From an optimization exercise on the open Yosys and OpenROAD flow, aimed at small area, a short achievable clock period and few clock cycles; shortcuts taken in it are not production practice. RTL that was checked went through simulation tests only; none was proved equivalent to the original. No activity file was given, so power comes from the tool's default toggle rates.

Setup of the reference run:
==> module Register, before the edit <==
module Register (
    input               i_clk,
    input               i_rst_n,
    input       [31:0]  i_sa,        
    input       [31:0]  i_sb,        
    input               i_we,
    input       [4:0]   i_wa,
    input       [31:0]  i_wd,
    output reg  [31:0]  o_rda,
    output reg  [31:0]  o_rdb
);
reg     [1023:0]    rf;
wire    [31:0]      wsel = (i_we ? (32'd1 << i_wa) : 32'd0) | {32{~i_rst_n}};
wire    [31:0]      wd   = i_wd & {32{i_rst_n}};
genvar k;
generate
    for (k = 0; k < 32; k = k + 1) begin : g_reg
        always @(posedge i_clk) begin
            if (wsel[k]) rf[32*k +: 32] <= wd;
        end
    end
endgenerate
integer j;
always @(*) begin
    o_rda = 32'd0;
    o_rdb = 32'd0;
    for (j = 0; j < 32; j = j + 1) begin
        o_rda = o_rda | ({32{i_sa[j]}} & rf[32*j +: 32]);
        o_rdb = o_rdb | ({32{i_sb[j]}} & rf[32*j +: 32]);
    end
end
endmodule
==> flow/config.mk <==
export PLATFORM = sky130hd
export DESIGN_NAME = core
export DESIGN_NICKNAME = core
export VERILOG_FILES = /design/flow/design.v
export SDC_FILE = /design/flow/constraint.sdc
export NUM_CORES = 4
export LEC_CHECK = 0
export CAP_MARGIN = 20
export CORE_MARGIN = 2
export CORE_UTILIZATION = 40
export PLACE_DENSITY = 0.55
export SETUP_SLACK_MARGIN = 5
export SLEW_MARGIN = 20
==> flow/constraint.sdc <==
create_clock -name core_clock -period 12.0 [get_ports {i_clk}]
set_input_delay 2.4000 -clock core_clock [delete_from_list [all_inputs] [get_ports {i_clk}]]
set_output_delay 2.4000 -clock core_clock [all_outputs]
set_load 0.01 [all_outputs]
standard.sh (not shown) runs the stock make flow with config.mk's settings and CLKGATE_MAP_FILE= SYNTH_SCRIPT=/design/flow/synth_recipe.tcl, a recipe that flattens the netlist after the stock synthesis.
==> flow/flow/run.sh <==
#!/bin/bash
# Standard ORFS flow; timing repair aims for extra setup slack so that the
# achieved period (clock period less slack) is as short as possible.
bash standard.sh SETUP_SLACK_MARGIN=8 finish > standard.log 2>&1
Testbench counts of the reference run, summed over its fixed seeds: cycles 30,198.
## Diff of input files: the trial run against the reference run
--- a/flow/design.v
+++ b/flow/design.v
@@ -230,13 +230,17 @@
     output reg  [31:0]  o_rdb
 );
 reg     [1023:0]    rf;
-wire    [31:0]      wsel = (i_we ? (32'd1 << i_wa) : 32'd0) | {32{~i_rst_n}};
-wire    [31:0]      wd   = i_wd & {32{i_rst_n}};
+reg     [31:0]      vld;
+wire    [31:0]      wsel = i_we ? (32'd1 << i_wa) : 32'd0;
+always @(posedge i_clk or negedge i_rst_n) begin
+    if (~i_rst_n) vld <= 32'd0;
+    else          vld <= vld | wsel;
+end
 genvar k;
 generate
     for (k = 0; k < 32; k = k + 1) begin : g_reg
         always @(posedge i_clk) begin
-            if (wsel[k]) rf[32*k +: 32] <= wd;
+            if (wsel[k]) rf[32*k +: 32] <= i_wd;
         end
     end
 endgenerate
@@ -248,6 +252,8 @@
         o_rda = o_rda | ({32{i_sa[j]}} & rf[32*j +: 32]);
         o_rdb = o_rdb | ({32{i_sb[j]}} & rf[32*j +: 32]);
     end
+    o_rda = o_rda & {32{|(i_sa & vld)}};
+    o_rdb = o_rdb & {32{|(i_sb & vld)}};
 end
 endmodule
 module Alu (
## What came out
Looking at the reports, the reference run completed the entire flow and the layout it produced met the timing, DRC and antenna checks. The trial run finished end to end and its layout was clean on timing, DRC and antenna. Relative to the reference run, clock group share of total power has gone up in the trial run. The sequential cell area share reported for the trial run is greater than that of the reference run by 0.67 points. Number of global-route vias before repair, the reference run and the trial run, lower one = the reference run. In the reports for the reference run and the trial run, the smaller number of standard-cell rows in the floorplan belongs to the reference run. Density: the trial run sparser than the reference run. Of the two values seen for kind of critical path, in2reg was produced by the reference run and reg2out by the trial run. [compare] base=the reference run new=the trial run: footprint of the multi-input gates shows a reduction of 210 µm², non-filler instance count after layout shows an increase of 2.0%, area overhead of the layout relative to synthesis shows a reduction of 1.3 points.
No functional check of the RTL was part of the trial run.

[port drivers added, routing unchanged]
No port has a modelled driver above. Below, the same layouts with a new extraction and two added sets of constraints. Step 1, drivers: a clkbuf_16 drives i_clk and a buf_2 each remaining input, both assumed. Step 2, shift: input delay + t, output delay - t, t = (earliest + latest rising clock arrival at the registers) / 2. This alone moves slack from input paths to output paths. a / b / c = ideal / step 1 / step 2; a / b = the first two.
| run | t (ns) | setup WS [ns] | hold WS [ns] | worst data-port slew with drivers (ns) |
|---|---|---|---|---|
| the reference run | 0.863 | 7.971 / 7.964 / 7.145 | 0.346 / 0.346 / 0.346 | 0.07 |
| the trial run | 0.894 | 8.047 / 7.969 / 7.700 | 0.348 / 0.348 / 0.348 | 0.09 |
After both steps setup and hold are still met in every run listed. The setup slack of the reference run, which loses most, moves by -0.007 ns with the drivers and by -0.826 ns with both steps.
